Context: an optimization exercise on an open-source flow, tuned for small area and a short achievable clock period. The choices shown serve that exercise and are no tape-out recipe.
The RTL was checked by simulation tests, not by an equivalence proof against the original design.
No activity file was given, so power comes from the tool's default toggle rates.

==> flow/design.v (outline; a module is shown in full before it is edited, if it fits) <==
// module alu_core: 1088 lines
// module new_alu: 48 lines
module new_alu(i_op, i_arg_A, i_arg_B, i_clk, i_reset, o_result, o_status, o_op_rdy, o_alu_error);
  // ...
==> flow/flow/run.sh <==
#!/bin/bash
# The standard layout (standard.sh), with two changes:
# - Yosys's full/half-adder cell extraction is off (ADDER_MAP_FILE empty), so
#   that ABC maps the adders' logic together with the rest of the logic;
# - the port buffers are sky130_fd_sc_hd__buf_2 cells (BUFFER_PORTS_ARGS).
set -euo pipefail
bash standard.sh ADDER_MAP_FILE= "BUFFER_PORTS_ARGS=-buffer_cell sky130_fd_sc_hd__buf_2" finish > standard.log 2>&1
==> flow/standard.sh <==
#!/bin/bash
# synth_recipe.tcl (not shown) runs the flow's synth.tcl, then flattens the netlist and writes it again
# the make line also repeats each setting of config.mk as NAME=value (left out here)
make -C /OpenROAD-flow-scripts/flow DESIGN_CONFIG=/design/flow/config.mk WORK_HOME=/design/flow/orfs CLKGATE_MAP_FILE= SYNTH_SCRIPT=/design/flow/synth_recipe.tcl "${@:-finish}"
==> flow/config.mk <==
export PLATFORM = sky130hd
export DESIGN_NAME = new_alu
export DESIGN_NICKNAME = new_alu
export VERILOG_FILES = /design/flow/design.v
export SDC_FILE = /design/flow/constraint.sdc
export NUM_CORES = 4
export LEC_CHECK = 0
export ABC_AREA = 1
export CAP_MARGIN = 20
export CORE_MARGIN = 2
export CORE_UTILIZATION = 70
export PLACE_DENSITY = 0.85
export SLEW_MARGIN = 20
==> flow/constraint.sdc <==
create_clock -name core_clock -period 18.0 [get_ports {i_clk}]
set_input_delay 3.6000 -clock core_clock [delete_from_list [all_inputs] [get_ports {i_clk}]]
set_output_delay 3.6000 -clock core_clock [all_outputs]
set_load 0.01 [all_outputs]
==> impl_results.md, run 1 <==
- Yosys top cell area share: 20.2%
- Post-Synth Simple-Gate Area: 48.9%
- Syn-to-layout area delta: 5.84%
- Fin cells: a little under 900
- Pleak: 0.00237 uW
- First-pass GRT wire length: roughly 22 mm
- Top power group: combinational logic
- CLK BUF: 4
- Seq/total area: 5.79%
- Post-Synth Adder-Cell Area: 0%
- Max Buffers Root-to-Sink: 2
- Max reg flops: 8
- Ys async rst share: 0%
- Worst path buffer plus inverter count: 4
- Initial Utilization: 72.1%
- Hold Slack: 3.57 ns
- Die Span Y: slightly above 80 um
- Number of port buffers: 35
- NonClk Buf Share: 4.07%
- Synth Area in Compound Gates: 21.5%
- CTS tree: built
- Largest register by flop count: r_res
- Most frequent cell on the critical path: nand2_1
- CP max FO: 11
- CTS clk-pin slew, worst paths: 0.05 ns
- Most common cell after layout, fill and taps aside: nand2_1
- Hold Path Depth: 2
- Nets@finish: between 800 and 900
- Vias per cell: approximately 6
- CP endpoint: r_res[0]
- Post-Syn Area: 4240 um2
- Synth Warn #: 1
- Bufs w/o clock: 36
- Post-synthesis xor/xnor area fraction: between 10% and 20%
- Outcome: no timing/DRC/antenna violations
- Clock network area share: 1.00%
- Syn Inst Count: 780
- Combinational Power Share: 73.4%
==> run 2, diff against run 1 <==
--- a/flow/config.mk
+++ b/flow/config.mk
@@ -10,4 +10,3 @@
 export CORE_MARGIN = 2
 export CORE_UTILIZATION = 70
-export PLACE_DENSITY = 0.85
 export SLEW_MARGIN = 20
==> run 2 against run 1 <==
  * Sequential share of layout area hardly changed
  * Critical path depth unchanged
  * Sequential power barely moved
  * Sequential cell count unchanged
  * Still clean on timing, DRC and antenna
  * Combinational power hardly changed
  * Core utilization hardly changed
  * Synthesized area unchanged
  * Power grew 0.77%
  * Highest routed layer unchanged
  * First-iteration DRC count grew 15%
  * Largest power group unchanged
  * Non-clock buffer count did not move
==> impl_results.md, run 2 <==
- DRC: 0 (unchanged)
- Finished Core Util: 76.3% (about the same)
- Final setup viols: 0 (unchanged)
- Top Registers: r_res x8, r_cls x2 (unchanged)
- Hold Path Depth: 2 (unchanged)
- Tcrit/Tclk final: 45.0% (was 44.8%)
- Distinct cells, synth: 54 (unchanged)
- Post-Syn Area: 4240 um2 (unchanged)
- Fillers: 502 (was 512)
- RePlAce Congestion: 1.08 (was 1.12)
- DP HPWL: 11.4 mm (was 11.3 mm)
- Final hold violations: 0 (unchanged)
- Drt total wl: 14.0 mm (was 13.7 mm)
- Syn-to-layout area delta: 5.87% (was 5.84%)
- Avg Inst Size Synth: 5.44 um2 (unchanged)
- Max Slew Vio Count: 0 (unchanged)
- Post-CTS resize count: 0 (unchanged)
- Arr. time, crit path: 8.29 ns (was 8.24 ns)
- Initial antenna violation count: 0 (unchanged)
- Outcome: no timing/DRC/antenna violations (unchanged)
- Startpoint Class: input port (unchanged)
- Final ANT Viol Nets: 0 (unchanged)
- Die Footprint: 6700 um2 (unchanged)
- Die W: 81.9 um (unchanged)
- Peak supply drop: 0.0373 mV (was 0.0343 mV)
- Main synth FF type: dfxtp_1 (unchanged)
- Setup_tns: 0 ns (unchanged)
- Mapped Nets: 802 (unchanged)
- Max Buffers Root-to-Sink: 2 (unchanged)
- CTS clk-pin slew, worst paths: 0.06 ns (was 0.05 ns)
- Via count: 5,445 (was 5,388)
- Hold-fix buffers, CTS: 0 (unchanged)
- CTS tree: built (unchanged)
- H-tree levels: 1 (unchanged)
- Most frequent cells in the layout: nand2_1, inv_1, nand3_1 (unchanged)
- Area of the multi-input gates: 3480 um2 (unchanged)
- Placeable Area: 5890 um2 (unchanged)
- Yosys top cell by area: nand2_1 (unchanged)
- Kind of critical path: in2reg (unchanged)
- Seq/Total Area, Yosys: 6.13% (unchanged)
- Unrepaired setup endpoints after global routing: false (unchanged)
- Final worst path period need: 8.10 ns (was 8.06 ns)
- Pin count of the biggest net entering global routing: 20 (unchanged)
- Root Buffer: clkbuf_8 (unchanged)
- DR WL/cell: 15.9 um (was 15.6 um)
- GRT overflow: 0 (unchanged)
- First-pass GRT wire length: 21.7 mm (was 21.6 mm)
- Fin cells: 881 (unchanged)
- CP max FO: 11 (unchanged)
- Power density over the cells: 48.2 nW/um2 (was 47.8 nW/um2)
- Gr usage total: 41.6% (was 40.8%)
- CP peak stage delay: 0.57 ns (about the same)
- CTS sink cnt: 13 (unchanged)
- Most frequent cell on the critical path: nand2_1 (unchanged)
- Total CTS buffers: 3 (unchanged)
- Number of port buffers: 35 (unchanged)
- Ys async rst share: 0% (unchanged)
- Row count: 28 (unchanged)
- CP Capture Type: register (unchanged)
- Slew headroom: 51.4% (was 51.9%)
- Peak Freq: 123 MHz (was 124 MHz)
- Area contributors post-synth: nand2_1, nand3_1, inv_1 (unchanged)
- Most frequent cell after synthesis: nand2_1 (unchanged)
- Worst Path Required: 18.19 ns (was 18.17 ns)
- Hold Slack: 3.56 ns (was 3.57 ns)
- Endpoint, Worst Hold: r_cls[0] (unchanged)
- Hold Startpoint: i_reset (unchanged)
- Largest register by flop count: r_res (unchanged)
- EDFF count, synth: 0 (unchanged)
- First-iteration detailed-routing DRC count: 569 (was 494)
- Hold/Removal Path Class: in2reg (unchanged)
- I/O pins: 36 (unchanged)
- Diodes inserted: 0 (unchanged)
- Most common cell after layout, fill and taps aside: nand2_1 (unchanged)
- Syn Inst Count: 780 (unchanged)
- Reg area: 260 um2 (unchanged)
- Initial Utilization: 72.1% (unchanged)
- Post-synth top cells: nand2_1, inv_1, nand3_1, nor2_1, o21ai_0 (unchanged)
- Synth Warn #: 1 (unchanged)
- Vias per cell: 6.18 (was 6.12)
- Nets@finish: 829 (unchanged)
- Number of global-route vias before repair: 4,755 (was 4,762)
- Yosys top cell area share: 20.2% (unchanged)
- Slew @ Worst Pin: 0.727 ns (was 0.720 ns)
- # Max-Cap Violations: 0 (unchanged)
- #FFs+latches synth: 13 (unchanged)
- Max reg flops: 8 (unchanged)
- Pleak: 0.00238 uW (was 0.00237 uW)
- Slowest cell on crit path: xor2_2 (unchanged)
- Layout cells sized above 1: 17.7% (was 17.6%)
- DP Cell Count: 877 (unchanged)
- Setup Fix Bufs, Post-CTS: 0 (unchanged)
- Die Span Y: 81.9 um (unchanged)
- DR pass1 iterations: 7 (was 6)
-- run 2: changes by cell type in the layout (fill, tap and decap cells not counted) --
cell / previous run / this run
clkbuf_1: 1 / 0
clkinv_2: 0 / 1
-- run 2: power by group --
part | leakage (uW) | switching (uW) | total [uW] | internal [uW]
Sequential | 0.000106 | 1.37 | 32.0 | 30.6
Combinational | 0.00225 | 106 | 157 | 51.2
Clock | 0.0000255 | 12.1 | 27.5 | 15.3
-- run 2: layout make-up --
cell class                 count  share of cell area, %
clock buffer                   3                  0.919
clock inverter                 1                  0.111
inverter                     113                   9.50
multi-input combinational    640                   77.5
sequential                    13                   5.79
tap                           75                   2.09
timing repair buffer          36                   4.07
-- run 2: per-layer routing --
layer | up-vias | GRT usage (%) | part of all wire (%)
li1 | 2599 | - | -
met1 | 2371 | 47.7 | 38
met2 | 385 | 68.9 | 45
met3 | 90 | 9.34 | 10
met4 | 0 | 27.2 | 6.2
met5 | - | 0 | 0
-- run 2: critical path: cells and delay by family --
kind / cells / cell delay [ns]
xor gates and xnor gates: 1 / 0.57
AOI/OAI and AO/OA: 4 / 0.62
and+or+nand+nor: 32 / 3.01
buffers and inverters: 4 / 0.43
-- run 2: how the worst max path moves through the flow --
stage,from,endpoint,slack (ns),depth (start not counted)
5_1_grt,i_op[2],r_res[1],9.42,40
4_1_cts,i_op[2],r_res[0],10.02,41
3_3_place_gp,i_op[2],r_res[0],9.95,40
3_5_place_dp,i_op[2],r_res[0],9.81,41
6_report,i_op[2],r_res[0],9.90,41
2_1_floorplan,i_arg_B[0],r_res[0],10.87,38
-- run 2: cell families after synthesis --
logic type	count (synthesis)	synth area share, %
simple gates	447	48.9
compound gates	143	21.5
buf+inv	127	11.9
xor+xnor	49	11.3
flops	13	6.13
mux	1	0.236
-- run 2: metrics by stage --
| stage | total power, uW | instance area [um2] | setup WS, ns |
|---|---|---|---|
| finish | 216 | 4490 | 9.90 |
| global route | 234 | 4490 | 9.42 |
| CTS | 211 | 4490 | 10.02 |
| detailed placement | 184 | 4450 | 9.81 |
| global placement | 180 | 4450 | 9.95 |
| floorplan | 150 | 4240 | 10.87 |

static timing again, ports no longer ideal:
The results above use ideal ports. As a check the final layouts listed here were re-extracted and re-timed, cells and wires unchanged. Step 1 (the two cells are an assumption about what drives the block):
set clk [get_ports {i_clk}]
set_driving_cell -lib_cell sky130_fd_sc_hd__clkbuf_16 $clk
set_driving_cell -lib_cell sky130_fd_sc_hd__buf_2 [delete_from_list [all_inputs] $clk]
Step 2 times the ports against the registers' clock, not the clock port: input delays grow and output delays shrink by t, the midpoint of the rising clock arrivals with the driver on. a / b / c = ideal / step 1 / step 2; a / b = the first two.
| run | t, ns | setup slack, ns | worst register clock-pin slew, ns |
|---|---|---|---|
| run 1 | 0.258 | 9.936 / 9.939 / 9.682 | 0.05 / 0.05 |
| run 2 | 0.272 | 9.901 / 9.901 / 9.629 | 0.06 / 0.06 |
After both steps every run listed still meets setup and hold. The setup slack of run 2, which loses most, moves by 0.000 ns with the drivers and by -0.272 ns with both steps.
